Context: an optimization exercise on an open-source flow, tuned for small area. The choices shown serve that exercise and are no tape-out recipe. At most, simulation tests tie the RTL to the original design; equivalence was not proved. Function not checked in run 2: the RTL went through the layout flow alone. Power and IR drop assume default switching activity.

[flow/config.mk]
export PLATFORM = sky130hd
export DESIGN_NAME = dadnme_engine
export DESIGN_NICKNAME = dadnme_engine
export VERILOG_FILES = /design/flow/design.v
export SDC_FILE = /design/flow/constraint.sdc
export NUM_CORES = 4
export LEC_CHECK = 0
export CAP_MARGIN = 20
export CORE_MARGIN = 2
export CORE_UTILIZATION = 70
export SLEW_MARGIN = 20
[flow/constraint.sdc]
create_clock -name core_clock -period 25.0 [get_ports {Clk}]
set_input_delay 5.0000 -clock core_clock [delete_from_list [all_inputs] [get_ports {Clk}]]
set_output_delay 5.0000 -clock core_clock [all_outputs]
set_load 0.01 [all_outputs]
[flow/design.v]
module dadnme_engine (
    input  logic        Clk,
    input  logic        Reset,         
    input  logic        vs,            
    input  logic [7:0]  keycode, keycode_2,
    input  logic [9:0]  DrawX, DrawY,  
    output logic        is_ball,
    output logic [15:0] me_addr,
    output logic [7:0]  me_state,
    output logic        is_enemy,
    output logic [15:0] en_addr,
    output logic [1:0]  en_move,
    output logic        en_beida,
    output logic        is_en_blood_bar,
    output logic        is_enemy3,
    output logic [15:0] en_addr3,
    output logic        is_blood_bar,
    output logic [15:0] bb_addr,
    output logic        bb_white,
    output logic [19:0] bg_addr,
    output logic        show_success,
    output logic [17:0] success_addr,
    output logic        level
);
    function automatic [24:0] add(input [23:0] x, input [23:0] y, input ci);
        logic c;
        c = ci;
        for (int i = 0; i < 24; i++) begin
            add[i] = x[i] ^ y[i] ^ c;
            c = (x[i] & y[i]) | (c & (x[i] ^ y[i]));
        end
        add[24] = c;
    endfunction
    function automatic logic uge(input [23:0] x, input [23:0] y);
        logic r;
        r = 1'b1;
        for (int i = 0; i < 24; i++)
            r = (x[i] ^ y[i]) ? x[i] : r;
        uge = r;
    endfunction
    function automatic logic sge(input [23:0] x, input [23:0] y);
        sge = uge({~x[23], x[22:0]}, {~y[23], y[22:0]});
    endfunction
    function automatic logic sin(input [23:0] x, input [23:0] lo, input [23:0] hi);
        sin = sge(x, lo) & sge(hi, x);
    endfunction
    logic vs_q, fe_d;
    wire  fe = vs & ~vs_q;
    always_ff @(posedge Clk) begin
        vs_q <= ~Reset & vs;
        fe_d <= ~Reset & fe;
    end
    wire [15:0] key = {keycode_2, keycode};
    wire k_next = (key == 16'h002c);
    wire k_ok   = (key == 16'h0028);
    wire k_att  = (key == 16'h000d);
    wire k_th   = (key == 16'h000e);
    wire set_l  = (key == 16'h0004) | (key == 16'h041a) | (key == 16'h1a04) |
                  (key == 16'h0416) | (key == 16'h1604) | (key == 16'h0704);
    wire set_r  = (key == 16'h0007) | (key == 16'h0716) | (key == 16'h1607) |
                  (key == 16'h071a) | (key == 16'h1a07) | (key == 16'h0407);
    wire kA = (keycode == 8'h04) | (keycode_2 == 8'h04);
    wire kD = (keycode == 8'h07) | (keycode_2 == 8'h07);
    wire kW = (keycode == 8'h1a) | (keycode_2 == 8'h1a);
    wire kS = (keycode == 8'h16) | (keycode_2 == 8'h16);
    logic [2:0] kc_ph;
    logic       kc_l, left_in_1, left_pre;
    wire left_in = set_l | (~set_r & left_in_1);
    wire left    = (kc_ph == 3'd0) ? kc_l : left_pre;
    wire attack  = (kc_ph != 3'd0) & (kc_ph != 3'd7);
    always_ff @(posedge Clk) begin
        if (Reset) begin
            kc_ph <= 3'd0;
            kc_l  <= 1'b0;
        end else if (kc_ph == 3'd0) begin
            if (k_att)      kc_ph <= 3'd1;
            else if (k_th)  kc_ph <= 3'd7;
            kc_l <= left_in;
        end else if (kc_ph == 3'd6 || kc_ph == 3'd7) begin
            kc_ph <= 3'd0;
            kc_l  <= left_pre;
        end else begin
            kc_ph <= add({21'd0, kc_ph}, 24'd0, 1'b1);
        end
    end
    always_ff @(posedge Clk) begin
        if (Reset) begin
            left_in_1 <= 1'b0;
            left_pre  <= 1'b0;
        end else if (fe) begin
            left_in_1 <= left_in;
            left_pre  <= left;
        end
    end
    localparam [4:0] S11  = {3'd1, 2'd0}, S12  = {3'd1, 2'd1},
                     S21  = {3'd2, 2'd0}, S22  = {3'd2, 2'd1},
                     S31  = {3'd3, 2'd0}, S32  = {3'd3, 2'd1},
                     A111 = {3'd5, 2'd0}, A112 = {3'd5, 2'd1},
                     A121 = {3'd6, 2'd0}, A122 = {3'd6, 2'd1}, A123 = {3'd6, 2'd2},
                     A211 = {3'd7, 2'd0}, A212 = {3'd7, 2'd1},
                     A221 = {3'd0, 2'd0}, A222 = {3'd0, 2'd1},
                     A231 = {3'd4, 2'd0}, A232 = {3'd4, 2'd1}, A233 = {3'd4, 2'd2};
    logic [4:0] is_n, is_nc, is_p;
    logic [5:0] is_cnt;
    wire c10 = (is_cnt == 6'd10);
    wire c20 = (is_cnt == 6'd20);
    wire c30 = (is_cnt == 6'd30);
    always_comb begin
        is_nc = is_n;
        case (is_n)
            S11:  is_nc = attack ? A111 : S12;
            S12:  if (attack) is_nc = A111; else if (c30) is_nc = S21;
            S21:  is_nc = attack ? A111 : S22;
            S22:  if (attack) is_nc = A111; else if (c30) is_nc = S31;
            S31:  is_nc = S32;
            S32:  is_nc = S11;
            A111: is_nc = A112;
            A112: if (c10) is_nc = A121;
            A121: is_nc = A122;
            A122: if (c10) is_nc = A123;
            A123: is_nc = k_att ? A211 : S11;
            A211: is_nc = A212;
            A212: if (c10) is_nc = A221;
            A221: is_nc = A222;
            A222: if (c10) is_nc = A231;
            A231: is_nc = A232;
            A232: if (c20) is_nc = A233;
            A233: is_nc = k_att ? A111 : S11;
            default: ;
        endcase
    end
    wire [2:0] is_g     = is_p[4:2];
    wire       set_zero = (is_p[1:0] == 2'd0);
    wire       fly      = (is_p == A232);
    always_ff @(posedge Clk) begin
        if (Reset) begin
            is_n   <= S11;
            is_p   <= S12;
            is_cnt <= 6'd0;
        end else if (fe) begin
            is_n   <= is_nc;
            is_p   <= is_n;
            is_cnt <= set_zero ? 6'd0 : add({18'd0, is_cnt}, 24'd0, 1'b1);
        end
    end
    assign me_state = {4'd0, ~is_g[1] & ~is_g[0], is_g[2] & (is_g[1] | is_g[0]),
                       is_g[1], is_g[0] | (is_g[2] & ~is_g[1])};
    wire me_att = is_g[2] | ~(is_g[1] | is_g[0]);       
    logic [1:0] ls;
    always_ff @(posedge Clk) begin
        if (Reset) ls <= 2'd0;
        else if (fe) begin
            case (ls)
                2'd0: if (k_next) ls <= 2'd1;
                2'd1: ls <= 2'd2;
                2'd2: if (k_ok) ls <= 2'd3;
                2'd3: if (k_next) ls <= 2'd0;
            endcase
        end
    end
    assign level = (ls == 2'd2);
    wire success   = (ls == 2'd3);
    wire pos_reset = (ls == 2'd1);
    logic [8:0] sxm30;
    logic [1:0] roll;      
    logic [1:0] sxm_d;     
    always_ff @(posedge Clk) begin
        if (Reset) begin
            sxm30 <= 9'd40;
        end else begin
            if (fe)
                sxm_d <= (roll[1] & ~(roll[0] ? (sxm30 == 9'd35) : (sxm30 == 9'd390))) ? roll : 2'b00;
            if (fe_d && sxm_d[1])
                sxm30 <= add({15'd0, sxm30}, sxm_d[0] ? 24'hfffffb : 24'd5, 1'b0);
        end
    end
    logic [10:0] bx;
    logic [8:0]  byq;
    logic [1:0]  bxm, bym;     
    logic        roll_off;     
    logic [1:0]  bxm_c, bym_c;
    wire  [24:0] bsx = add({13'd0, bx}, ~{15'd0, sxm30}, 1'b1);    
    always_comb begin
        if ((uge({15'd0, byq}, 24'd379) & kS) | (uge(24'd170, {15'd0, byq}) & kW) |
            (uge(24'd2007, {13'd0, bx}) & sge(bsx[23:0], 24'd569) & kD) |
            (sge(24'd10, bsx[23:0]) & kA)) begin
            bxm_c = 2'b00;
            bym_c = 2'b00;
        end else if (level & (byq == 9'd220) & kW & uge(24'd598, {13'd0, bx})) begin
            bxm_c = bxm;
            bym_c = 2'b00;
        end else begin
            bxm_c = 2'b00;
            bym_c = 2'b00;
            case (key)
                16'h0004, 16'h0407:          bxm_c = 2'b11;
                16'h0007, 16'h0704:          bxm_c = 2'b10;
                16'h001a, 16'h1a16:          bym_c = 2'b11;
                16'h0016, 16'h161a:          bym_c = 2'b10;
                16'h041a, 16'h1a04: begin bxm_c = 2'b11; bym_c = 2'b11; end
                16'h0416, 16'h1604: begin bxm_c = 2'b11; bym_c = 2'b10; end
                16'h0716, 16'h1607: begin bxm_c = 2'b10; bym_c = 2'b10; end
                16'h071a, 16'h1a07: begin bxm_c = 2'b10; bym_c = 2'b11; end
                default: ;
            endcase
        end
    end
    wire [24:0] bx_n  = add({13'd0, bx},  {24{bxm[1] & bxm[0]}} & 24'hfffffb | {24{bxm[1] & ~bxm[0]}} & 24'd5, 1'b0);
    wire [24:0] byq_n = add({15'd0, byq}, {24{bym[1] & bym[0]}} & 24'hfffffb | {24{bym[1] & ~bym[0]}} & 24'd5, 1'b0);
    always_ff @(posedge Clk) begin
        if (Reset) begin
            roll     <= 2'b00;
            roll_off <= 1'b1;
        end else begin
            if (fe)
                roll <= roll_off ? 2'b00 : bxm;
            if (fe_d)
                roll_off <= ~uge({13'd0, bx_n[10:0]}, 24'd320) | ~uge(24'd680, {13'd0, bx_n[10:0]});
        end
    end
    always_ff @(posedge Clk) begin
        if (Reset) begin
            bxm <= 2'b00;
            bym <= 2'b00;
        end else if (fe) begin
            bxm <= bxm_c;
            bym <= bym_c;
        end
    end
    always_ff @(posedge Clk) begin
        if (Reset | pos_reset) begin
            bx  <= 11'd100;
            byq <= 9'd180;
        end else if (fe_d) begin
            bx  <= bx_n[10:0];
            byq <= byq_n[8:0];
        end
    end
    wire [24:0] xs30 = add({14'd0, DrawX}, {15'd0, sxm30}, 1'b0);            
    wire [24:0] d30  = add({13'd0, xs30[10:0]}, ~{13'd0, bx}, 1'b1);         
    wire [24:0] bb   = add({14'd0, DrawY}, ~{15'd0, byq}, 1'b1);             
    wire al = me_att & left, ar = me_att & ~left;
    wire ba_ok = (sge(d30[23:0], -24'sd9) | (al & sge(d30[23:0], -24'sd29))) &
                 (sge(24'd69, d30[23:0]) | (ar & sge(24'd89, d30[23:0])));
    wire bb_ok = sin(bb[23:0], 24'd1, 24'd99);
    assign is_ball = ba_ok & bb_ok;
    wire [24:0] ba   = add({17'd0, d30[6:0] ^ {7{left}}}, left ? 24'd71 : 24'd10, 1'b0);
    wire [24:0] bb5  = add({17'd0, bb[6:0]}, {15'd0, bb[6:0], 2'd0}, 1'b0);   
    wire [24:0] bbt  = add({11'd0, bb5[8:0], 4'd0}, me_att ? {13'd0, bb5[8:0], 2'd0} : 24'd0, 1'b0);
    wire [24:0] me_a = add({10'd0, bbt[13:0]}, {17'd0, ba[6:0]}, 1'b0);
    assign me_addr = is_ball ? {2'b00, me_a[13:0]} : 16'hffff;
    logic [10:0] fcnt;
    always_ff @(posedge Clk) begin
        if (Reset)   fcnt <= 11'd0;
        else if (fe) fcnt <= add({13'd0, fcnt}, 24'd0, 1'b1);
    end
    wire ec10 = (fcnt[10:1] == 10'd10);
    wire ec25 = (fcnt[10:1] == 10'd25);
    logic        is_e1, is_e2, el1, el2, bar1, bar2;
    logic [5:0]  s1, s2;
    logic [6:0]  t1, t2;
    logic [2:0]  p1, p2;
    dn_enemy #(.SX(11'd200), .SYQ(9'd54)) en1 (
        .Clk(Clk), .Reset(Reset), .fe(fe), .fe_d(fe_d), .xs30(xs30[10:0]), .DrawY(DrawY),
        .bx(bx), .byq(byq), .attack(attack), .fly(fly), .left(left), .c10(ec10), .c25(ec25),
        .hit(is_e1), .bar(bar1), .s(s1), .t(t1), .el(el1), .p(p1));
    dn_enemy #(.SX(11'd100), .SYQ(9'd154)) en2 (
        .Clk(Clk), .Reset(Reset), .fe(fe), .fe_d(fe_d), .xs30(xs30[10:0]), .DrawY(DrawY),
        .bx(bx), .byq(byq), .attack(attack), .fly(fly), .left(left), .c10(ec10), .c25(ec25),
        .hit(is_e2), .bar(bar2), .s(s2), .t(t2), .el(el2), .p(p2));
    assign is_enemy        = is_e1 | is_e2;
    assign is_en_blood_bar = bar1 | bar2;
    wire        sel2 = is_e2 & ~is_e1;
    wire [5:0]  es   = sel2 ? s2 : s1;
    wire [6:0]  et   = sel2 ? t2 : t1;
    wire        eel  = sel2 ? el2 : el1;
    wire [2:0]  ep   = sel2 ? p2 : p1;
    wire [24:0] esx  = add({18'd0, es ^ {6{eel}}}, eel ? 24'd61 : 24'd0, 1'b0);
    wire [24:0] en_a = add({11'd0, et, esx[5:0]}, ~{15'd0, et, 2'd0}, 1'b1);
    assign en_addr  = is_enemy ? {3'b000, en_a[12:0]} : 16'hffff;
    assign en_move  = ep[2:1];
    assign en_beida = ep[2] & ep[1];
    logic [8:0] nlh;           
    logic [8:0] nlq;           
    logic [1:0] lbxm, lbym;    
    wire  [24:0] lbdx = add({14'd0, bx[9:0]}, {{14{1'b1}}, nlh, 1'b1}, 1'b1);    
    wire  [24:0] lbdy = add({15'd0, byq}, {{15{1'b1}}, nlq}, 1'b1);             
    wire  lb_near = uge({14'd0, bx[9:0]}, 24'd30) & uge(24'd993, {14'd0, bx[9:0]}) &
                    sin(lbdx[23:0], -24'sd29, 24'd29) & sin(lbdy[23:0], -24'sd33, 24'd25);
    wire  lbx_gt = sge(lbdx[23:0], 24'd1);      
    wire  lbx_lt = sge(-24'sd1, lbdx[23:0]);    
    wire  lby_gt = sge(lbdy[23:0], -24'sd3);    
    wire  lby_lt = sge(-24'sd5, lbdy[23:0]);    
    wire  [24:0] nlh_n = add({15'd0, nlh}, {24{lbxm[1] & ~lbxm[0]}} | {23'd0, lbxm[1] & lbxm[0]}, 1'b0);
    wire  [24:0] nlq_n = add({15'd0, nlq}, {24{lbym[1] & ~lbym[0]}} | {23'd0, lbym[1] & lbym[0]}, 1'b0);
    always_ff @(posedge Clk) begin
        if (Reset) begin
            nlh  <= ~9'd160;
            nlq  <= ~9'd194;
            lbxm <= 2'b10;
            lbym <= 2'b10;
        end else if (fe_d && !lb_near) begin
            lbxm <= {lbx_gt | lbx_lt, lbx_lt};
            lbym <= {lby_gt | lby_lt, lby_lt};
            nlh  <= nlh_n[8:0];
            nlq  <= nlq_n[8:0];
        end
    end
    wire [24:0] lba  = add({14'd0, DrawX}, {{14{1'b1}}, nlh, 1'b1}, 1'b1);    
    wire [24:0] lbb  = add({14'd0, DrawY}, {{15{1'b1}}, nlq}, 1'b1);          
    assign is_enemy3 = sin(lba[23:0], -24'sd29, 24'd29) & sin(lbb[23:0], 24'd1, 24'd91);
    wire [24:0] lbs  = add({18'd0, lba[5:0]}, 24'd30, 1'b0);
    wire [24:0] lb_a = add({11'd0, lbb[6:0], lbs[5:0]}, ~{15'd0, lbb[6:0], 2'd0}, 1'b1);
    assign en_addr3 = is_enemy3 ? {3'b000, lb_a[12:0]} : 16'h0000;
    wire [24:0] y3  = add({14'd0, DrawY}, {13'd0, DrawY, 1'b0}, 1'b0);      
    wire [24:0] bg1 = add({4'd0, DrawY, 10'd0}, {13'd0, xs30[10:0]}, 1'b0);
    wire [24:0] bg2 = add(bg1[23:0], ~{9'd0, y3[11:0], 3'd0}, 1'b1);
    wire [24:0] bg3 = add(bg2[23:0], (ls != 2'd0) ? 24'd479970 : 24'hffffe2, 1'b0);
    assign bg_addr = bg3[19:0];
    wire [24:0] y17 = add({14'd0, DrawY}, {10'd0, DrawY, 4'd0}, 1'b0);      
    wire [24:0] bbx = add({14'd0, DrawX}, {8'd0, y17[13:0], 2'd0}, 1'b0);   
    always_ff @(posedge Clk) begin
        bb_addr  <= bbx[15:0];
        bb_white <= (DrawX != 10'd0) & ~DrawX[9] & ~DrawX[8] & ~DrawX[7] & ~DrawX[6] &
                    uge({14'd0, DrawY}, 24'd75) & uge(24'd81, {14'd0, DrawY});
    end
    assign is_blood_bar = ~uge({14'd0, DrawX}, 24'd68) & ~uge({14'd0, DrawY}, 24'd86);
    wire [24:0] sc1 = add({14'd0, DrawX}, {13'd0, DrawY, 1'b0}, 1'b0);
    wire [24:0] sc2 = add(sc1[23:0], {9'd0, y17[14:0]}, 1'b0);
    wire [24:0] sc3 = add(sc2[23:0], {6'd0, y17[13:0], 4'd0}, 1'b0);
    wire [24:0] sc4 = add(sc3[23:0], 24'hffdf91, 1'b0);
    assign success_addr = sc4[17:0];
    assign show_success = success & uge({14'd0, DrawX}, 24'd156) & uge(24'd444, {14'd0, DrawX}) &
                          uge({14'd0, DrawY}, 24'd29) & uge(24'd371, {14'd0, DrawY});
endmodule
module dn_enemy #(parameter [10:0] SX = 11'd200, parameter [8:0] SYQ = 9'd54) (
    input  logic        Clk, Reset, fe, fe_d,
    input  logic [10:0] xs30,         
    input  logic [9:0]  DrawY,
    input  logic [10:0] bx,
    input  logic [8:0]  byq,          
    input  logic        attack, fly, left, c10, c25,
    output logic        hit, bar, el,
    output logic [5:0]  s,            
    output logic [6:0]  t,            
    output logic [2:0]  p             
);
    function automatic [24:0] add(input [23:0] x, input [23:0] y, input ci);
        logic c;
        c = ci;
        for (int i = 0; i < 24; i++) begin
            add[i] = x[i] ^ y[i] ^ c;
            c = (x[i] & y[i]) | (c & (x[i] ^ y[i]));
        end
        add[24] = c;
    endfunction
    function automatic logic uge(input [23:0] x, input [23:0] y);
        logic r;
        r = 1'b1;
        for (int i = 0; i < 24; i++)
            r = (x[i] ^ y[i]) ? x[i] : r;
        uge = r;
    endfunction
    function automatic logic sge(input [23:0] x, input [23:0] y);
        sge = uge({~x[23], x[22:0]}, {~y[23], y[22:0]});
    endfunction
    function automatic logic sin(input [23:0] x, input [23:0] lo, input [23:0] hi);
        sin = sge(x, lo) & sge(hi, x);
    endfunction
    localparam [2:0] N11 = 3'd0, N12 = 3'd1, N21 = 3'd2, N22 = 3'd3,
                     N31 = 3'd4, N32 = 3'd5, BEIDA = 3'd6, BACK = 3'd7;
    logic [2:0]  n, nc;
    logic [10:0] nex;             
    logic [7:0]  neh;             
    logic        xm, ym;          
    wire [24:0] dx = add({13'd0, bx}, {{13{1'b1}}, nex}, 1'b1);          
    wire [24:0] dy = add({15'd0, byq}, {{15{1'b1}}, neh, 1'b1}, 1'b1);   
    wire near = sin(dx[23:0], -24'sd81, 24'd81) & sin(dy[23:0], -24'sd100, 24'd92);
    wire beida_t = attack & near;
    always_comb begin
        nc = n;
        case (n)
            N11: nc = N12;
            N12: if (c10) nc = N21;
            N21: nc = N22;
            N22: if (c10) nc = N31;
            N31: nc = N32;
            N32: if (c10) nc = N11;
            BEIDA: if (fly) nc = BACK; else if (c25) nc = N11;
            BACK: nc = N11;
        endcase
        if (beida_t && !(n == BEIDA || n == BACK)) nc = BEIDA;
    end
    wire beida = p[2] & p[1];
    wire back  = &p;
    wire [23:0] nex_step = ~beida ? (xm ? 24'd2 : 24'hfffffe) :
                           back   ? (left ? 24'd7 : 24'hfffff9) : 24'd0;
    wire [24:0] nex_n = add({13'd0, nex}, nex_step, 1'b0);
    wire [24:0] neh_n = add({16'd0, neh}, ~beida ? (ym ? 24'd1 : 24'hffffff) : 24'd0, 1'b0);
    always_ff @(posedge Clk) begin
        if (Reset) begin
            n   <= N11;
            p   <= N11;
            el  <= 1'b0;
            nex <= ~SX;
            neh <= ~SYQ[8:1];
            xm  <= 1'b0;
            ym  <= 1'b0;
        end else begin
            if (fe) begin
                n <= nc;
                p <= n;
            end
            if (fe_d) begin
                el <= xm;
                if (uge(24'd61, {16'd0, neh}))       ym <= 1'b1;    
                else if (uge({16'd0, neh}, 24'd170)) ym <= 1'b0;    
                else if (uge({13'd0, nex}, 24'd30) & uge(24'd1077, {13'd0, nex})) xm <= 1'b1;   
                else if (uge({13'd0, nex}, 24'd2017)) xm <= 1'b0;   
                nex <= nex_n[10:0];
                neh <= neh_n[7:0];
            end
        end
    end
    wire [24:0] sa = add({13'd0, xs30}, {{13{1'b1}}, nex}, 1'b1);         
    wire [24:0] ta = add({14'd0, DrawY}, {{15{1'b1}}, neh, 1'b1}, 1'b1);  
    assign hit = sin(sa[23:0], 24'd1, 24'd59) & sin(ta[23:0], 24'd1, 24'd91);
    assign bar = sin(sa[23:0], 24'd5, 24'd55) & sin(ta[23:0], -24'sd14, -24'sd4);
    assign s = sa[5:0];
    assign t = ta[6:0];
endmodule
[flow/flow/run.sh]
#!/bin/bash
# The standard layout (standard.sh) with two changes:
# - synthesis runs Yosys's synth with -noabc, so the gate-level adders are
#   not restructured before ORFS's full-adder extraction (the final ABC
#   mapping still runs); registers and their names are unchanged;
# - the port buffers use the smallest buffer cell, buf_1.
set -euo pipefail
bash standard.sh "SYNTH_ARGS=-noabc" "BUFFER_PORTS_ARGS=-buffer_cell sky130_fd_sc_hd__buf_1" finish > standard_flow.log 2>&1
[flow/standard.sh]
#!/bin/bash
# synth_recipe.tcl (not shown) runs the flow's synth.tcl, then flattens the netlist and writes it again
# the make line also repeats each setting of config.mk as NAME=value (left out here)
make -C /OpenROAD-flow-scripts/flow DESIGN_CONFIG=/design/flow/config.mk WORK_HOME=/design/flow/orfs CLKGATE_MAP_FILE= SYNTH_SCRIPT=/design/flow/synth_recipe.tcl "${@:-finish}"
==> run_results.csv, run 1 <==
group,metric,value,unit
sta,fin_crit_sh,88.86,%
setup_path,path_common_cell,"fa_1",
floorplan,start_util,71.25,%
finish,syn_to_final_growth,8.340,%
global_routing,grt_pass1_vias,13820,
yosys,synth_cell_type_count,87,
sta,tns,0,ns
global_routing,grt_pass1_wl,72500,µm
yosys,synth_fa_ha_area_share,44.42,%
floorplan,die_x,164.1,µm
yosys,synthMuxAreaShare,4.749,%
power_and_ir_drop,ir_worst_vdd,0.1046,mV
finish,layout-drive-gt1-share,4.610,%
setup_path,slowest_delay,0.53,ns
yosys,synth_edf_count,2,
drt,wirelength,45480,µm
finish,mostFrequentLayoutCells,"fa_1 (300), inv_1 (176), dfxtp_1 (167)",
setup_path,crit_arrival,17.22,ns
clock_tree,path_clk_slew,0.09,ns
yosys,netlist.area_leader.share,33.47,%
finish,final_common_cell,"fa_1",
placement,gp_congestion,0.9286,
setup_path,cp-end-kind,"output port",
sta,setup_slack,2.784,ns
clock_tree,cts_setup_buffers,0,
clock_tree,clockRootBuffer,"clkbuf_16",
clock_tree,cts_buffers,17,
placement,dp_slack,2.831,ns
power_and_ir_drop,leakagePower,7.788,nW
global_routing,grt_usage,35.27,%
drt,vias,13730,
sta,grt_setup_unrepaired,"false",
global_routing,grt-ovfl-total,0,
floorplan,core_area,25180,µm²
clock_tree,htree_num_levels,4,
yosys,syn_area_per_cell,10.15,µm²
yosys,synth_top_cell_by_area,"fa_1",
floorplan,die_height,164.1,µm
drt,ant_nets,0,
clock_tree,cts-hold-fix-buffers,0,
setup_path,cp_slowest_cell,"fa_1",
sta,fmax,45.01,MHz
clock_tree,cts_tree,"done",
setup_path,cp.required,20.00,ns
setup_path,critPathKind,"in2out",
drt,wl_per_cell,20.31,µm
yosys,synth_area_leaders,"fa_1 (33%), dfxtp_1 (19%), ha_1 (11%)",
setup_path,crit_fanout,20,
setup_path,cp-start-kind,"input port",
clock_tree,clock-sinks,170,
finish,final_nets,2392,
drt,drt-vias-per-instance,6.132,
floorplan,design.die.area,26930,µm²
sta,slew_viol_final,0,
yosys,synth_seq_cells,170,
drt,drt-initial-drc-count,1142,
sta,hold_violations,0,
worst_hold_path,hold_class,"reg2reg",
drt,dr.pass1.iters,6,
clock_tree,insertion_delay,0.45,ns
yosys,yosys.area_share.simple,14.80,%
sta,layout_min_cycle_time,22.22,ns
floorplan,ios,160,
yosys,ys.flop_type,"dfxtp_1",
yosys,synth_xor_area_share,1.904,%
yosys,synth-compound-area-share,9.421,%
power_and_ir_drop,power-per-cell-area,60.64,nW/µm²
global_routing,grt_max_degree,54,
yosys,synth_top_family_by_area,"adder cells",
power_and_ir_drop,p_total,0.001179,W
yosys,syn_area,17940,µm²
clock_tree,cts_resized,0,
yosys,synth_cells,1768,
drt,drc,0,
finish,diodes,0,
sta,worstMarginPinSlew,0.9870,ns
sta,slew_headroom,34.06,%
yosys,yosysWarningCount,3,
sta,setup_violations,0,
sta,skew,0.01749,ns
floorplan,row_count,58,
yosys,seq_area_frac_synth,19.08,%
clock_tree,clock_path_buffers,2,
yosys,async_reset_ff_share,0,%
job,maxCapViolCount,0,
status,status,"finished clean",
placement,port_buffers,152,
global_routing,antenna_found_initial,0,
placement,dpl.hpwl,35470,µm
==> final timing paths <==
check,from,end,slack [ns],cells past startpoint
min,roll[1],roll[1],0.45,2
max,DrawX[0],en_addr[12],2.78,35
max reg2reg,bx[0],en2.n[1],17.85,19
min reg2reg,roll[1],roll[1],0.45,2
==> per-stage QoR <==
stage	utilization [%]	area, µm²	hold WS, ns	instances
floorplan	-	17960	0.4281	1774
global placement	74.64	18800	0.4353	2207
detailed placement	74.64	18800	0.4407	2207
CTS	77.11	19420	0.4528	2239
global route	77.19	19440	0.4701	2239
finish	77.19	19440	0.4531	2239
==> power breakdown <==
part           switching, W  internal [W]
combinational      0.000340      0.000244
sequential        0.0000242      0.000288
clock              0.000146      0.000137
total              0.000509      0.000669
==> area by class of cell <==
cell class              count  area [µm²]
inverters                 179       671.9
clock inverters            15       196.4
multi-input cells        1354       13570
repair buffers            174       737.0
clock buffers              17       425.4
well taps                 330       412.9
fillers                  1734        5743
flip-flops and latches    170        3427
==> synth_stat cells (all sizes together) (10+ instances only) <==
master / instances
a211oi: 16
a21oi: 79
a31oi: 18
and2: 10
buf: 29
clkbuf: 42
dfxtp: 168
fa: 300
ha: 157
inv: 179
mux2i: 76
nand2: 155
nand2b: 10
nand3: 32
nand3b: 26
nand4: 25
nor2: 107
nor2b: 27
nor3: 29
nor4: 19
nor4b: 11
o211ai: 14
o21ai: 50
xnor2: 23
xor2: 16
==> per-layer routing <==
layer	share of wire (%)	track usage (%)
met3	8.7	7.348
met5	0	0
met2	48	58.04
met4	4.0	14.19
met1	40	45.87
==> sequential cells by signal, indices dropped and copies added (netlist names), 3 cells and up <==
name,flops
bb_addr,16
bx,11
byq,9
en1.n,3
en1.neh,8
en1.nex,11
en1.p,3
en2.n,3
en2.neh,8
en2.nex,11
en2.p,3
fcnt,11
is_cnt,6
is_n,5
is_p,5
kc_ph,3
nlh,9
nlq,9
sxm30,9
==> critical path: cells and delay by family <==
family	cells	cell delay (ns)
buf+inv	4	0.76
mux	2	0.80
fa+ha+maj	25	9.39
simple gates	4	1.23
==> kinds of logic (layout without fill, tap and decap cells) <==
kind of cell             Yosys count  count (layout)
AO/OA/AOI/OAI                    259             259
other                              1               7
multiplexers                      83              83
flip-flops                       170             170
AND/OR/NAND/NOR                  509             509
XOR/XNOR                          39              39
adder cells (fa/ha/maj)          457             457
buffers and inverters            250             385
==> run 2, diff against run 1 <==
--- a/flow/design.v
+++ b/flow/design.v
@@ -258,2 +258,17 @@
     wire ec25 = (fcnt[10:1] == 10'd25);
+    wire ec10_d = (fcnt == 11'd21) | (fcnt == 11'd22);
+    wire ec25_d = (fcnt == 11'd51) | (fcnt == 11'd52);
+    logic        attack_d, fly_d;
+    always_ff @(posedge Clk)
+        if (fe) begin
+            attack_d <= attack;
+            fly_d    <= fly;
+        end
+    logic [10:0] nex1, nex2;
+    logic [7:0]  neh1, neh2;
+    wire  [10:0] nex_s = fe_d ? nex2 : nex1;
+    wire  [7:0]  neh_s = fe_d ? neh2 : neh1;
+    wire  [24:0] e_dx  = add({13'd0, bx}, {{13{1'b1}}, nex_s}, 1'b1);            
+    wire  [24:0] e_dy  = add({15'd0, byq}, {{15{1'b1}}, neh_s, 1'b1}, 1'b1);     
+    wire  e_near = sin(e_dx[23:0], -24'sd81, 24'd81) & sin(e_dy[23:0], -24'sd100, 24'd92);
     logic        is_e1, is_e2, el1, el2, bar1, bar2;
@@ -264,8 +279,8 @@
         .Clk(Clk), .Reset(Reset), .fe(fe), .fe_d(fe_d), .xs30(xs30[10:0]), .DrawY(DrawY),
-        .bx(bx), .byq(byq), .attack(attack), .fly(fly), .left(left), .c10(ec10), .c25(ec25),
-        .hit(is_e1), .bar(bar1), .s(s1), .t(t1), .el(el1), .p(p1));
+        .upd(fe), .beida_t(attack & e_near), .fly(fly), .left(left), .c10(ec10), .c25(ec25),
+        .hit(is_e1), .bar(bar1), .s(s1), .t(t1), .el(el1), .p(p1), .nex(nex1), .neh(neh1));
     dn_enemy #(.SX(11'd100), .SYQ(9'd154)) en2 (
         .Clk(Clk), .Reset(Reset), .fe(fe), .fe_d(fe_d), .xs30(xs30[10:0]), .DrawY(DrawY),
-        .bx(bx), .byq(byq), .attack(attack), .fly(fly), .left(left), .c10(ec10), .c25(ec25),
-        .hit(is_e2), .bar(bar2), .s(s2), .t(t2), .el(el2), .p(p2));
+        .upd(fe_d), .beida_t(attack_d & e_near), .fly(fly_d), .left(left), .c10(ec10_d), .c25(ec25_d),
+        .hit(is_e2), .bar(bar2), .s(s2), .t(t2), .el(el2), .p(p2), .nex(nex2), .neh(neh2));
     assign is_enemy        = is_e1 | is_e2;
@@ -337,8 +352,10 @@
     input  logic        Clk, Reset, fe, fe_d,
+    input  logic        upd,          
     input  logic [10:0] xs30,         
     input  logic [9:0]  DrawY,
-    input  logic [10:0] bx,
-    input  logic [8:0]  byq,          
-    input  logic        attack, fly, left, c10, c25,
+    input  logic        beida_t,      
+    input  logic        fly, left, c10, c25,
     output logic        hit, bar, el,
+    output logic [10:0] nex,          
+    output logic [7:0]  neh,          
     output logic [5:0]  s,            
@@ -372,9 +389,3 @@
     logic [2:0]  n, nc;
-    logic [10:0] nex;             
-    logic [7:0]  neh;             
     logic        xm, ym;          
-    wire [24:0] dx = add({13'd0, bx}, {{13{1'b1}}, nex}, 1'b1);          
-    wire [24:0] dy = add({15'd0, byq}, {{15{1'b1}}, neh, 1'b1}, 1'b1);   
-    wire near = sin(dx[23:0], -24'sd81, 24'd81) & sin(dy[23:0], -24'sd100, 24'd92);
-    wire beida_t = attack & near;
     always_comb begin
@@ -409,6 +420,6 @@
         end else begin
-            if (fe) begin
-                n <= nc;
+            if (fe)
                 p <= n;
-            end
+            if (upd)
+                n <= nc;
             if (fe_d) begin
==> flow/flow/run.sh (replaced) <==
#!/bin/bash
# The standard layout (standard.sh) with these changes, none of which
# touches the registers or their names:
# - Yosys's synth runs with -noabc, so the gate-level adders reach ORFS's
#   full-adder extraction as written (the final ABC mapping still runs);
# - the final ABC mapping uses a copy of ORFS's scripts in which the
#   speed script's &nf mapping relaxes delay (-R 1000, -p) and the
#   closing buffer/upsize steps are dropped: the clock period is 25 ns and
#   the placer's repair still buffers and sizes what it needs;
# - the port buffers use the smallest buffer cell, buf_1.
set -euo pipefail
here=$(pwd)
rm -rf "$here/scripts_mod"
cp -r "$FLOW_HOME/scripts" "$here/scripts_mod"
python3 - "$here/scripts_mod/abc_speed.script" <<'PY'
import sys
p = sys.argv[1]
lines = open(p).read().split('\n')
out = []
for l in lines:
    t = l.strip()
    if t in ('buffer -c', 'upsize -c'):
        continue
    out.append('&nf -R 1000 -p' if t == '&nf' else l)
open(p, 'w').write('\n'.join(out))
PY
bash standard.sh "SCRIPTS_DIR=$here/scripts_mod" "SYNTH_ARGS=-noabc" \
    "BUFFER_PORTS_ARGS=-buffer_cell sky130_fd_sc_hd__buf_1" finish > standard_flow.log 2>&1
==> run 2 against run 1 <==
Still clean on timing, DRC and antenna; power rose by 0.35%; setup slack got worse by 0.12 ns; combinational power rose by 2%; count of clock-buffer cells in the layout did not move; area after synthesis fell by 4.1%; sequential share of layout area rose by 0.81 points; sequential power rose by 1%; critical path type unchanged; largest cell class unchanged.
==> run_results.csv, run 2 <==
group,metric,value,unit
status,status,"finished clean",
setup_path,r2r-start,"fe_d",
yosys,yosys.cell_count.top_type,"fa_1",
floorplan,start_util,70.98,%
drt,drc,0,
floorplan,die_height,160.8,µm
finish,mostFrequentLayoutCells,"fa_1 (283), nand2_1 (216), clkinv_1 (185)",
sta,slew_viol_final,0,
placement,gp_congestion,0.9139,
finish,top_register,"bb_addr",
job,maxCapViolCount,0,
power_and_ir_drop,leakagePower,7.213,nW
finish,diodes,0,
yosys,synth_edf_count,4,
global_routing,grt-ovfl-total,0,
setup_path,path_common_cell,"fa_1",
setup_path,critPathLaunch,"DrawX[0]",
setup_path,worst_r2r_path_depth,25,
finish,final_common_cell,"fa_1",
finish,n_fill_cell,1675,
yosys,synth_cells,1740,
global_routing,grt_pass1_wl,73110,µm
clock_tree,htree_num_levels,4,
sta,fmax,44.76,MHz
sta,setup_violations,0,
setup_path,crit_arrival,17.34,ns
floorplan,row_count,57,
clock_tree,insertion_delay,0.44,ns
drt,wirelength,45630,µm
drt,drt-vias-per-instance,6.122,
worst_hold_path,hold_class,"reg2reg",
setup_path,cp_top_family,"adder cells",
finish,layout-drive-gt1-share,3.048,%
sta,grt_setup_unrepaired,"false",
sta,tns,0,ns
clock_tree,clock-sinks,172,
global_routing,antenna_found_initial,0,
yosys,synth_seq_cells,172,
floorplan,design.die.area,25860,µm²
global_routing,grt_usage,36.62,%
yosys,yosysWarningCount,3,
drt,vias,13840,
floorplan,ios,160,
yosys,syn_area,17210,µm²
clock_tree,clock_path_buffers,2,
yosys,synth_top_cell_by_area,"fa_1",
finish,final_nets,2404,
clock_tree,cts_setup_buffers,0,
sta,skew,0.01717,ns
clock_tree,clockRootBuffer,"clkbuf_16",
clock_tree,cts_tree,"done",
worst_hold_path,hold_depth,2,
sta,hold_violations,0,
power_and_ir_drop,power-per-cell-area,62.56,nW/µm²
floorplan,core_area,24250,µm²
setup_path,path_depth,35,
setup_path,crit_fanout,17,
drt,drt-initial-drc-count,1270,
floorplan,die_x,160.8,µm
drt,wl_per_cell,20.19,µm
drt,ant_nets,0,
setup_path,critPathKind,"in2out",
finish,syn_to_final_growth,9.865,%
clock_tree,cts_buffers,17,
finish,largest_register_ffs,16,
worst_hold_path,min_from,"en1.p[2]",
placement,port_buffers,152,
sta,worstMarginPinSlew,1.005,ns
yosys,synth_cell_type_count,62,
yosys,netlist.area_leader.share,32.92,%
sta,fin_crit_sh,89.36,%
setup_path,cp-start-kind,"input port",
sta,slew_headroom,32.75,%
finish,regArea,3487,µm²
setup_path,cp.required,20.00,ns
yosys,async_reset_ff_share,0,%
yosys,ys_top_cells_by_count,"fa_1 (283), nand2_1 (216), clkinv_1 (184), dfxtp_1 (168), ha_1 (159)",
power_and_ir_drop,p_total,0.001183,W
sta,layout_min_cycle_time,22.34,ns
yosys,seq_area_frac_synth,20.24,%
yosys,ys.flop_type,"dfxtp_1",
power_and_ir_drop,ir_worst_vdd,0.06707,mV
setup_path,crit_buf_inv,5,
yosys,synth_area_leaders,"fa_1 (33%), dfxtp_1 (20%), ha_1 (12%)",
setup_path,slowest_delay,0.53,ns
placement,dpl.hpwl,35510,µm
setup_path,cp_slowest_cell,"fa_1",
finish,multiInputGateArea,12990,µm²
clock_tree,path_clk_slew,0.07,ns
clock_tree,cts_resized,0,
yosys,syn_area_per_cell,9.892,µm²
global_routing,grt_pass1_vias,13650,
global_routing,grt_max_degree,73,
clock_tree,cts-hold-fix-buffers,0,
setup_path,cp-end-kind,"output port",
drt,dr.pass1.iters,6,
## run 2: changes by cell type after synthesis, sizes merged, moves of 8 or more
cell | previous run | this run
a21oi | 79 | 96
a31oi | 18 | 10
buf | 29 | 16
clkbuf | 42 | 0
clkinv | 0 | 184
fa | 300 | 283
inv | 179 | 0
mux2i | 76 | 61
nand2 | 155 | 216
nand2b | 10 | 28
nand3 | 32 | 23
nand3b | 26 | 14
nor2 | 107 | 130
## run 2: worst paths after layout
| check | slack (ns) | end |
|---|---|---|
| setup / recovery | 2.66 | en_addr[12] |
| hold / removal | 0.47 | en1.p[2] |
| setup reg to reg | 18.00 | en1.n[0] |
| hold reg to reg | 0.47 | en1.p[2] |
## run 2: worst min-delay path, stage by stage, from the launching register on
cell     delay, ns
dfxtp_1       0.32
nand2_1       0.05
a21oi_1       0.05
## run 2: layer usage
metal  up-vias  wire, µm  GRT usage (%)
met3       120      3473          6.147
met2       638     22060          60.15
li1       6261         -              -
met5         -         0              0
met1      6817     18350          49.14
met4         0      1746          14.53
## run 2: cell type report
type                    instances  share of cell area (%)
multi-input cells            1374                   68.69
flip-flops and latches        172                   18.44
repair buffers                174                   3.911
inverters                     184                   3.652
clock buffers                  17                   2.250
well taps                     324                   2.144
clock inverters                15                  0.9131
## run 2: per-stage QoR
| stage | hold slack (ns) | cells | util, % | setup WS (ns) | area, µm² |
|---|---|---|---|---|---|
| 2_1_floorplan | 0.4220 | 1746 | - | 3.417 | 17230 |
| 3_3_place_gp | 0.4555 | 2228 | 75.42 | 3.104 | 18290 |
| 3_5_place_dp | 0.4616 | 2228 | 75.42 | 2.719 | 18290 |
| 4_1_cts | 0.4732 | 2260 | 77.88 | 2.700 | 18890 |
| 5_1_grt | 0.5058 | 2260 | 77.98 | 2.249 | 18910 |
| 6_report | 0.4725 | 2260 | 77.98 | 2.661 | 18910 |
## run 2: kinds of logic (layout without fill, tap and decap cells)
group	Yosys count	after routing	synth area share [%]
xor gates and xnor gates	38	38	1.934
DFF	172	172	20.24
and+or+nand+nor	577	577	16.02
muxes	68	68	4.006
AOI/OAI and AO/OA	242	242	8.680
other	1	7	0.02179
buffers and inverters	200	390	4.623
adders and majority gates	442	442	44.48
## run 2: power breakdown
| group | total (W) | switching [W] | internal [W] |
|---|---|---|---|
| registers | 0.000316 | 0.0000230 | 0.000293 |
| logic | 0.000594 | 0.000350 | 0.000243 |
| clock network | 0.000273 | 0.000138 | 0.000135 |
| total | 0.00118 | 0.000511 | 0.000672 |
==> run 3, diff against run 2 <==
--- a/flow/design.v
+++ b/flow/design.v
@@ -163,3 +163,3 @@
     wire pos_reset = (ls == 2'd1);
-    logic [8:0] sxm30;
+    logic [8:0] sxm;
     logic [1:0] roll;      
@@ -168,8 +168,8 @@
         if (Reset) begin
-            sxm30 <= 9'd40;
+            sxm   <= 9'd10;
         end else begin
             if (fe)
-                sxm_d <= (roll[1] & ~(roll[0] ? (sxm30 == 9'd35) : (sxm30 == 9'd390))) ? roll : 2'b00;
+                sxm_d <= (roll[1] & ~(roll[0] ? (sxm == 9'd5) : (sxm == 9'd360))) ? roll : 2'b00;
             if (fe_d && sxm_d[1])
-                sxm30 <= add({15'd0, sxm30}, sxm_d[0] ? 24'hfffffb : 24'd5, 1'b0);
+                sxm   <= add({15'd0, sxm}, sxm_d[0] ? 24'hfffffb : 24'd5, 1'b0);
         end
@@ -181,7 +181,7 @@
     logic [1:0]  bxm_c, bym_c;
-    wire  [24:0] bsx = add({13'd0, bx}, ~{15'd0, sxm30}, 1'b1);    
+    wire  [24:0] bsx = add({13'd0, bx}, ~{15'd0, sxm}, 1'b1);      
     always_comb begin
         if ((uge({15'd0, byq}, 24'd379) & kS) | (uge(24'd170, {15'd0, byq}) & kW) |
-            (uge(24'd2007, {13'd0, bx}) & sge(bsx[23:0], 24'd569) & kD) |
-            (sge(24'd10, bsx[23:0]) & kA)) begin
+            (uge(24'd2007, {13'd0, bx}) & sge(bsx[23:0], 24'd599) & kD) |
+            (sge(24'd40, bsx[23:0]) & kA)) begin
             bxm_c = 2'b00;
@@ -238,11 +238,11 @@
     end
-    wire [24:0] xs30 = add({14'd0, DrawX}, {15'd0, sxm30}, 1'b0);            
-    wire [24:0] d30  = add({13'd0, xs30[10:0]}, ~{13'd0, bx}, 1'b1);         
+    wire [24:0] xs   = add({14'd0, DrawX}, {15'd0, sxm}, 1'b0);              
+    wire [24:0] d0   = add({13'd0, xs[10:0]}, ~{13'd0, bx}, 1'b1);           
     wire [24:0] bb   = add({14'd0, DrawY}, ~{15'd0, byq}, 1'b1);             
     wire al = me_att & left, ar = me_att & ~left;
-    wire ba_ok = (sge(d30[23:0], -24'sd9) | (al & sge(d30[23:0], -24'sd29))) &
-                 (sge(24'd69, d30[23:0]) | (ar & sge(24'd89, d30[23:0])));
+    wire ba_ok = (sge(d0[23:0], -24'sd39) | (al & sge(d0[23:0], -24'sd59))) &
+                 (sge(24'd39, d0[23:0]) | (ar & sge(24'd59, d0[23:0])));
     wire bb_ok = sin(bb[23:0], 24'd1, 24'd99);
     assign is_ball = ba_ok & bb_ok;
-    wire [24:0] ba   = add({17'd0, d30[6:0] ^ {7{left}}}, left ? 24'd71 : 24'd10, 1'b0);
+    wire [24:0] ba   = add({17'd0, d0[6:0] ^ {7{left}}}, left ? 24'd41 : 24'd40, 1'b0);
     wire [24:0] bb5  = add({17'd0, bb[6:0]}, {15'd0, bb[6:0], 2'd0}, 1'b0);   
@@ -278,3 +278,3 @@
     dn_enemy #(.SX(11'd200), .SYQ(9'd54)) en1 (
-        .Clk(Clk), .Reset(Reset), .fe(fe), .fe_d(fe_d), .xs30(xs30[10:0]), .DrawY(DrawY),
+        .Clk(Clk), .Reset(Reset), .fe(fe), .fe_d(fe_d), .xs(xs[10:0]), .DrawY(DrawY),
         .upd(fe), .beida_t(attack & e_near), .fly(fly), .left(left), .c10(ec10), .c25(ec25),
@@ -282,3 +282,3 @@
     dn_enemy #(.SX(11'd100), .SYQ(9'd154)) en2 (
-        .Clk(Clk), .Reset(Reset), .fe(fe), .fe_d(fe_d), .xs30(xs30[10:0]), .DrawY(DrawY),
+        .Clk(Clk), .Reset(Reset), .fe(fe), .fe_d(fe_d), .xs(xs[10:0]), .DrawY(DrawY),
         .upd(fe_d), .beida_t(attack_d & e_near), .fly(fly_d), .left(left), .c10(ec10_d), .c25(ec25_d),
@@ -292,3 +292,3 @@
     wire [2:0]  ep   = sel2 ? p2 : p1;
-    wire [24:0] esx  = add({18'd0, es ^ {6{eel}}}, eel ? 24'd61 : 24'd0, 1'b0);
+    wire [24:0] esx  = add({18'd0, es ^ {6{eel}}}, eel ? 24'd31 : 24'd30, 1'b0);    
     wire [24:0] en_a = add({11'd0, et, esx[5:0]}, ~{15'd0, et, 2'd0}, 1'b1);
@@ -330,8 +330,8 @@
     wire [24:0] y3  = add({14'd0, DrawY}, {13'd0, DrawY, 1'b0}, 1'b0);      
-    wire [24:0] bg1 = add({4'd0, DrawY, 10'd0}, {13'd0, xs30[10:0]}, 1'b0);
+    wire [24:0] bg1 = add({4'd0, DrawY, 10'd0}, {13'd0, xs[10:0]}, 1'b0);
     wire [24:0] bg2 = add(bg1[23:0], ~{9'd0, y3[11:0], 3'd0}, 1'b1);
-    wire [24:0] bg3 = add(bg2[23:0], (ls != 2'd0) ? 24'd479970 : 24'hffffe2, 1'b0);
+    wire [24:0] bg3 = add(bg2[23:0], (ls != 2'd0) ? 24'd480000 : 24'd0, 1'b0);
     assign bg_addr = bg3[19:0];
-    wire [24:0] y17 = add({14'd0, DrawY}, {10'd0, DrawY, 4'd0}, 1'b0);      
-    wire [24:0] bbx = add({14'd0, DrawX}, {8'd0, y17[13:0], 2'd0}, 1'b0);   
+    wire [24:0] bb1 = add({14'd0, DrawX}, {12'd0, DrawY, 2'd0}, 1'b0);
+    wire [24:0] bbx = add(bb1[23:0], {8'd0, DrawY, 6'd0}, 1'b0);
     always_ff @(posedge Clk) begin
@@ -342,5 +342,5 @@
     assign is_blood_bar = ~uge({14'd0, DrawX}, 24'd68) & ~uge({14'd0, DrawY}, 24'd86);
-    wire [24:0] sc1 = add({14'd0, DrawX}, {13'd0, DrawY, 1'b0}, 1'b0);
-    wire [24:0] sc2 = add(sc1[23:0], {9'd0, y17[14:0]}, 1'b0);
-    wire [24:0] sc3 = add(sc2[23:0], {6'd0, y17[13:0], 4'd0}, 1'b0);
+    wire [24:0] sc1 = add({14'd0, DrawX}, {12'd0, y3[11:0]}, 1'b0);
+    wire [24:0] sc2 = add(sc1[23:0], {9'd0, DrawY, 5'd0}, 1'b0);
+    wire [24:0] sc3 = add(sc2[23:0], {6'd0, DrawY, 8'd0}, 1'b0);
     wire [24:0] sc4 = add(sc3[23:0], 24'hffdf91, 1'b0);
@@ -353,3 +353,3 @@
     input  logic        upd,          
-    input  logic [10:0] xs30,         
+    input  logic [10:0] xs,           
     input  logic [9:0]  DrawY,
@@ -435,6 +435,6 @@
     end
-    wire [24:0] sa = add({13'd0, xs30}, {{13{1'b1}}, nex}, 1'b1);         
+    wire [24:0] sa = add({13'd0, xs}, {{13{1'b1}}, nex}, 1'b1);           
     wire [24:0] ta = add({14'd0, DrawY}, {{15{1'b1}}, neh, 1'b1}, 1'b1);  
-    assign hit = sin(sa[23:0], 24'd1, 24'd59) & sin(ta[23:0], 24'd1, 24'd91);
-    assign bar = sin(sa[23:0], 24'd5, 24'd55) & sin(ta[23:0], -24'sd14, -24'sd4);
+    assign hit = sin(sa[23:0], -24'sd29, 24'd29) & sin(ta[23:0], 24'd1, 24'd91);
+    assign bar = sin(sa[23:0], -24'sd25, 24'd25) & sin(ta[23:0], -24'sd14, -24'sd4);
     assign s = sa[5:0];
--- a/flow/flow/run.sh
+++ b/flow/flow/run.sh
@@ -27,2 +27,3 @@
 bash standard.sh "SCRIPTS_DIR=$here/scripts_mod" "SYNTH_ARGS=-noabc" \
-    "BUFFER_PORTS_ARGS=-buffer_cell sky130_fd_sc_hd__buf_1" finish > standard_flow.log 2>&1
+    "BUFFER_PORTS_ARGS=-buffer_cell sky130_fd_sc_hd__buf_1" \
+    "CTS_ARGS=-sink_clustering_enable -repair_clock_nets -dont_use_dummy_load" finish > standard_flow.log 2>&1
==> run 3 against run 2 <==
Synthesized cell count grew 0.80%; final area fell by 2.0%; power fell by 5.1%; clock power fell by 18%; largest power group unchanged.
==> run_results.csv, run 3 <==
group,metric,value,unit
finish,diodes,0,
yosys,synth_cells,1754,
placement,port_buffers,152,
yosys,syn_area_per_cell,9.741,µm²
floorplan,ios,160,
drt,drt-initial-drc-count,1075,
clock_tree,cts_setup_buffers,0,
yosys,synth_seq_cells,172,
sta,slew_viol_final,0,
placement,dpl.cell_count,2234,
floorplan,row_count,57,
drt,ant_nets,0,
sta,setup_slack,3.043,ns
clock_tree,cts_resized,0,
yosys,ys.flop_type,"dfxtp_1",
finish,top_register,"bb_addr",
finish,final_cells,2251,
setup_path,rr_endpoint,"en1.n[2]",
status,status,"finished clean",
yosys,yosysWarningCount,3,
sta,hold_violations,0,
yosys,netlist.area_leader.share,31.99,%
setup_path,cp-end-kind,"output port",
clock_tree,insertion_delay,0.44,ns
clock_tree,cts_tree,"done",
setup_path,slowest_delay,0.82,ns
yosys,synth_area_leaders,"fa_1 (32%), dfxtp_1 (20%), ha_1 (11%)",
global_routing,grt_pass1_wl,71860,µm
sta,skew,0.03078,ns
finish,layout-drive-gt1-share,2.283,%
power_and_ir_drop,switching_share,42.18,%
job,maxCapViolCount,0,
finish,mostFrequentLayoutCells,"fa_1 (273), nand2_1 (229), clkinv_1 (182)",
sta,setup_violations,0,
setup_path,crit_arrival,16.96,ns
power_and_ir_drop,ir_worst_vdd,0.06430,mV
power_and_ir_drop,power.switching,0.0004737,W
yosys,async_reset_ff_share,0,%
sta,fin_crit_sh,87.83,%
global_routing,antenna_found_initial,0,
drt,wl_per_cell,19.69,µm
finish,n_fill_cell,1777,
finish,final_common_cell,"fa_1",
global_routing,grt_max_degree,52,
drt,drc,0,
finish,syn_to_final_growth,8.466,%
floorplan,start_util,70.88,%
setup_path,critPathKind,"in2out",
worst_hold_path,min_to,"roll[1]",
setup_path,cp-start-kind,"input port",
yosys,yosys.cell_count.top_type,"fa_1",
drt,dr.pass1.iters,5,
finish,final_nets,2388,
power_and_ir_drop,p_seq_share,28.7,%
sta,fmax,45.54,MHz
placement,gp_congestion,0.9577,
floorplan,design.die.area,25670,µm²
worst_hold_path,min_from,"roll[1]",
power_and_ir_drop,p_total,0.001123,W
global_routing,grt_usage,35.79,%
sta,layout_min_cycle_time,21.96,ns
setup_path,cp_slowest_cell,"nor2_2",
sta,grt_setup_unrepaired,"false",
sta,worstMarginPinSlew,1.101,ns
setup_path,r2r_slack,17.74,ns
power_and_ir_drop,combPwrFrac,51.4,%
setup_path,r2r-start,"fe_d",
sta,tns,0,ns
yosys,synth_top_cell_by_area,"fa_1",
floorplan,die_height,160.2,µm
drt,drt-vias-per-instance,6.142,
clock_tree,htree_num_levels,4,
clock_tree,cts-hold-fix-buffers,0,
global_routing,grt-ovfl-total,0,
setup_path,cp.required,20.00,ns
clock_tree,cts_buffers,17,
placement,dp_slack,3.131,ns
sta,hold_slack,0.4564,ns
placement,dpl.hpwl,34810,µm
clock_tree,clockRootBuffer,"clkbuf_16",
yosys,seq_area_frac_synth,20.39,%
yosys,syn_area,17090,µm²
finish,largest_register_ffs,16,
power_and_ir_drop,power_frac_clock,19.9,%
floorplan,die_x,160.2,µm
worst_hold_path,hold_depth,2,
drt,vias,13830,
clock_tree,clock-sinks,172,
global_routing,grt_pass1_vias,13860,
clock_tree,clock_path_buffers,2,
clock_tree,path_clk_slew,0.05,ns
worst_hold_path,hold_class,"reg2reg",
power_and_ir_drop,power-per-cell-area,60.61,nW/µm²
setup_path,crit_fanout,23,
setup_path,worst_r2r_path_depth,23,
yosys,synth_cell_type_count,63,
yosys,ys_top_cells_by_count,"fa_1 (273), nand2_1 (229), clkinv_1 (182), dfxtp_1 (168), ha_1 (147)",
drt,wirelength,44330,µm
power_and_ir_drop,leakagePower,6.975,nW
setup_path,path_common_cell,"fa_1",
sta,slew_headroom,26.36,%
power_and_ir_drop,internal-power,0.0006494,W
yosys,synth_edf_count,4,
floorplan,core_area,24110,µm²
run 3: changes by cell type in the layout (fill, tap and decap cells not counted), sizes merged, moves of 10 or more:
cell,delta
or2,+16
fa,-10
nand2b,-16
nand2,+13
ha,-12
o21ai,+13
run 3: final cells by class:
class | instances | area (µm²) | area share (%)
repair buffers | 173 | 729.5 | 3.936
inverters | 182 | 683.2 | 3.686
clock buffers | 17 | 425.4 | 2.296
well taps | 324 | 405.4 | 2.188
flip-flops and latches | 172 | 3487 | 18.82
multi-input cells | 1383 | 12800 | 69.08
run 3: worst max-delay path: cells and delay by family:
kind,cells,cell delay [ns]
fa+ha+maj,25,8.95
simple gates,4,1.68
buf+inv,3,0.60
mux,2,0.59
compound gates,1,0.15
run 3: worst max path at each step:
| stage | startpoint | depth (start not counted) | end |
|---|---|---|---|
| detailed placement | DrawX[0] | 35 | en_addr[12] |
| CTS | DrawX[0] | 35 | en_addr[12] |
| global placement | DrawX[0] | 35 | en_addr[12] |
| global route | DrawX[0] | 35 | en_addr[12] |
| finish | DrawX[0] | 35 | en_addr[12] |
| floorplan | DrawX[0] | 33 | en_addr[12] |
run 3: kinds of logic (layout without fill, tap and decap cells):
kind of cell,after synthesis,in the layout,share of synthesized area [%]
flip-flops,172,172,20.39
multiplexers,63,63,3.757
AND/OR/NAND/NOR,571,571,15.77
adder cells (fa/ha/maj),420,420,42.75
AO/OA/AOI/OAI,272,272,9.828
XOR/XNOR,50,50,2.563
buffers and inverters,205,372,4.921
other,1,7,0.02195
run 3: power groups by stage:
stage / combinational (W) / sequential, W / clock [W]
global placement: 0.000549 / 0.000327 / 0
floorplan: 0.000408 / 0.000324 / 0
global route: 0.000655 / 0.000325 / 0.000233
finish: 0.000578 / 0.000322 / 0.000223
detailed placement: 0.000572 / 0.000328 / 0
CTS: 0.000577 / 0.000322 / 0.000225
run 3: metrics by stage:
stage / utilization, % / instance area (µm²)
2_1_floorplan: - / 17110
3_3_place_gp: 75.08 / 18100
3_5_place_dp: 75.08 / 18100
4_1_cts: 76.84 / 18520
5_1_grt: 76.88 / 18530
6_report: 76.88 / 18530
run 3: routing by layer:
layer | routed length, µm | vias up | part of all wire, % | GRT usage (%)
li1 | - | 6308 | - | -
met2 | 21460 | 620 | 48 | 60.15
met3 | 3452 | 122 | 7.8 | 6.831
met4 | 1612 | 0 | 3.6 | 12.57
met5 | 0 | - | 0 | 0
met1 | 17800 | 6775 | 40 | 46.91
==> run 4, diff against run 3 <==
--- a/flow/flow/run.sh
+++ b/flow/flow/run.sh
@@ -27,3 +27,2 @@
 bash standard.sh "SCRIPTS_DIR=$here/scripts_mod" "SYNTH_ARGS=-noabc" \
-    "BUFFER_PORTS_ARGS=-buffer_cell sky130_fd_sc_hd__buf_1" \
-    "CTS_ARGS=-sink_clustering_enable -repair_clock_nets -dont_use_dummy_load" finish > standard_flow.log 2>&1
+    "BUFFER_PORTS_ARGS=-buffer_cell sky130_fd_sc_hd__buf_1" finish > standard_flow.log 2>&1
==> run 4 against run 3 <==
Cell count is 0.67% higher; via count grew 0.68%; core utilization up 0.90 points; sequential power about the same; setup slack gained 0.0099 ns; critical path type unchanged; sequential share of layout area is 0.22 points lower; combinational power hardly changed; still clean on timing, DRC and antenna; clock power grew 29%; clock skew decreased by 0.013 ns.
==> run_results.csv, run 4 <==
group,metric,value,unit
setup_path,path_common_cell,"fa_1",
finish,diodes,0,
setup_path,critPathLaunch,"DrawX[0]",
setup_path,cp-start-kind,"input port",
finish,final_common_cell,"fa_1",
power_and_ir_drop,leakagePower,7.071,nW
floorplan,row_count,57,
setup_path,slowest_delay,0.81,ns
yosys,async_reset_ff_share,0,%
clock_tree,htree_num_levels,4,
finish,layout-drive-gt1-share,3.038,%
clock_tree,cts_setup_buffers,0,
setup_path,rr_endpoint,"en1.n[2]",
clock_tree,clock-sinks,172,
setup_path,crit_arrival,16.95,ns
yosys,netlist.area_leader.share,31.99,%
finish,regArea,3487,µm²
drt,ant_nets,0,
yosys,syn_area,17090,µm²
drt,wl_per_cell,19.64,µm
worst_hold_path,min_from,"roll[1]",
yosys,synth_seq_cells,172,
clock_tree,clockRootBuffer,"clkbuf_16",
sta,skew,0.01817,ns
placement,port_buffers,152,
clock_tree,path_clk_slew,0.07,ns
setup_path,r2r-start,"fe_d",
sta,hold_violations,0,
global_routing,grt_usage,35.95,%
global_routing,grt_max_degree,52,
sta,tns,0,ns
sta,grt_setup_unrepaired,"false",
clock_tree,cts_tree,"done",
setup_path,cp-end-kind,"output port",
yosys,syn_area_per_cell,9.741,µm²
sta,fin_crit_sh,87.79,%
floorplan,design.die.area,25670,µm²
drt,drt-vias-per-instance,6.143,
setup_path,cp_slowest_cell,"nor2_2",
global_routing,antenna_found_initial,0,
clock_tree,clock_path_buffers,2,
yosys,synth_cell_type_count,63,
finish,largest_register_ffs,16,
clock_tree,cts-hold-fix-buffers,0,
setup_path,crit_end,"en_addr[12]",
clock_tree,cts_buffers,17,
placement,gp_congestion,0.9577,
floorplan,core_area,24110,µm²
finish,multiInputGateArea,12800,µm²
drt,drc,0,
clock_tree,cts_resized,0,
sta,slew_viol_final,0,
yosys,ys.flop_type,"dfxtp_1",
floorplan,start_util,70.88,%
yosys,seq_area_frac_synth,20.39,%
setup_path,cp.required,20.00,ns
drt,vias,13920,
drt,drt-initial-drc-count,1231,
sta,slew_headroom,30.57,%
yosys,synth_area_leaders,"fa_1 (32%), dfxtp_1 (20%), ha_1 (11%)",
drt,dr.pass1.iters,7,
sta,fmax,45.57,MHz
setup_path,critPathKind,"in2out",
sta,setup_violations,0,
global_routing,grt-ovfl-total,0,
yosys,synth_edf_count,4,
sta,layout_min_cycle_time,21.95,ns
floorplan,die_x,160.2,µm
yosys,yosysWarningCount,3,
finish,mostFrequentLayoutCells,"fa_1 (273), nand2_1 (229), clkinv_1 (182)",
power_and_ir_drop,power-per-cell-area,63.32,nW/µm²
clock_tree,insertion_delay,0.44,ns
setup_path,crit_fanout,23,
status,status,"finished clean",
yosys,synth_cells,1754,
finish,syn_to_final_growth,9.733,%
global_routing,grt_pass1_wl,72360,µm
sta,hold_slack,0.4624,ns
setup_path,worst_r2r_path_depth,23,
finish,final_nets,2388,
drt,wirelength,44510,µm
floorplan,die_height,160.2,µm
yosys,yosys.cell_count.top_type,"fa_1",
finish,n_fill_cell,1727,
floorplan,ios,160,
global_routing,grt_pass1_vias,13900,
finish,top_register,"bb_addr",
yosys,synth_top_cell_by_area,"fa_1",
placement,dpl.hpwl,34810,µm
job,maxCapViolCount,0,
worst_hold_path,hold_class,"reg2reg",
setup_path,r2r_slack,17.78,ns
sta,worstMarginPinSlew,1.038,ns
yosys,ys_top_cells_by_count,"fa_1 (273), nand2_1 (229), clkinv_1 (182), dfxtp_1 (168), ha_1 (147)",
power_and_ir_drop,ir_worst_vdd,0.06482,mV
==> run 4: cell count changes in the layout (fill, tap and decap cells not counted), sizes merged <==
cell and change:
clkinv +8, clkinvlp +1, bufinv +1, inv +5
==> run 4: worst min path at each step <==
stage	to	slack, ns	cells after the start
6_report	roll[1]	0.46	2
5_1_grt	roll[1]	0.47	2
4_1_cts	roll[1]	0.46	2
3_5_place_dp	roll[1]	0.45	2
3_3_place_gp	roll[1]	0.44	2
2_1_floorplan	fe_d	0.42	1
==> run 4: layout make-up <==
cell class	count	area share, %
Timing Repair Buffer	173	3.891
Clock buffer	17	2.269
Tap cell	324	2.162
Sequential cell	172	18.60
Inverter	182	3.644
Multi-Input combinational cell	1383	68.28
Clock inverter	15	1.155
==> run 4: cell families after synthesis <==
family                   after synthesis  share of synthesized area, %
AO/OA/AOI/OAI                        272                         9.828
XOR/XNOR                              50                         2.563
adder cells (fa/ha/maj)              420                         42.75
buffers and inverters                205                         4.921
flip-flops                           172                         20.39
multiplexers                          63                         3.757
other                                  1                       0.02195
AND/OR/NAND/NOR                      571                         15.77
==> run 4: per-layer routing <==
layer / vias up / track usage (%) / wire length, µm
met5: - / 0 / 0
met4: 0 / 12.69 / 1484
met3: 113 / 5.948 / 3722
met2: 685 / 60.15 / 21640
met1: 6802 / 47.92 / 17660
li1: 6319 / - / -
==> run 4: critical path: cells and delay by family <==
kind                       cells  cell delay, ns
adders and majority gates     25            8.95
muxes                          2            0.59
AOI/OAI and AO/OA              1            0.14
and+or+nand+nor                4            1.66
buffers and inverters          3            0.59
==> run 4: where the power goes <==
part	leakage [nW]	switching, W	internal (W)
clock	0.305	0.000140	0.000147
sequential	1.41	0.0000273	0.000295
combinational	5.36	0.000342	0.000236
total	7.07	0.000509	0.000678
==> run 4: metrics by stage <==
stage / utilization (%) / setup slack (ns) / instance area [µm²] / power (W) / cells
after global routing: 77.77 / 2.524 / 18750 / 0.001279 / 2266
after global placement: 75.08 / 3.584 / 18100 / 0.0008757 / 2234
after detailed placement: 75.08 / 3.131 / 18100 / 0.0008999 / 2234
final: 77.77 / 3.053 / 18750 / 0.001187 / 2266
after CTS: 77.74 / 3.114 / 18740 / 0.001188 / 2266
after floorplan: - / 3.999 / 17110 / 0.0007315 / 1760

separate check: timing with driven ports:
Ports are ideal in the flow. The routed layouts listed here were re-timed in OpenROAD.
Step 1: set_driving_cell puts a clkbuf_16 on Clk and a buf_2 on each other input, an assumption about the parent block.
Step 2, shift: input delay + t, output delay - t, t = (earliest + latest rising clock arrival at the registers) / 2. This alone moves slack from input paths to output paths.
Three values: ideal, step 1, step 2; two values: the first two.
run	t, ns	setup WS [ns]	latest minus earliest clock arrival (ns)	slew at the worst register clock pin (ns)
run 1	0.487	2.784 / 2.763 / 2.763	0.017 / 0.017	0.09 / 0.09
run 2	0.487	2.661 / 2.638 / 2.638	0.018 / 0.018	0.08 / 0.08
run 3	0.482	3.043 / 3.021 / 3.021	0.041 / 0.042	0.09 / 0.09
run 4	0.485	3.053 / 3.031 / 3.031	0.024 / 0.025	0.09 / 0.09
After both steps every run listed still meets setup and hold. The setup slack of run 2, which loses most, moves by -0.023 ns with the drivers and by -0.023 ns with both steps.
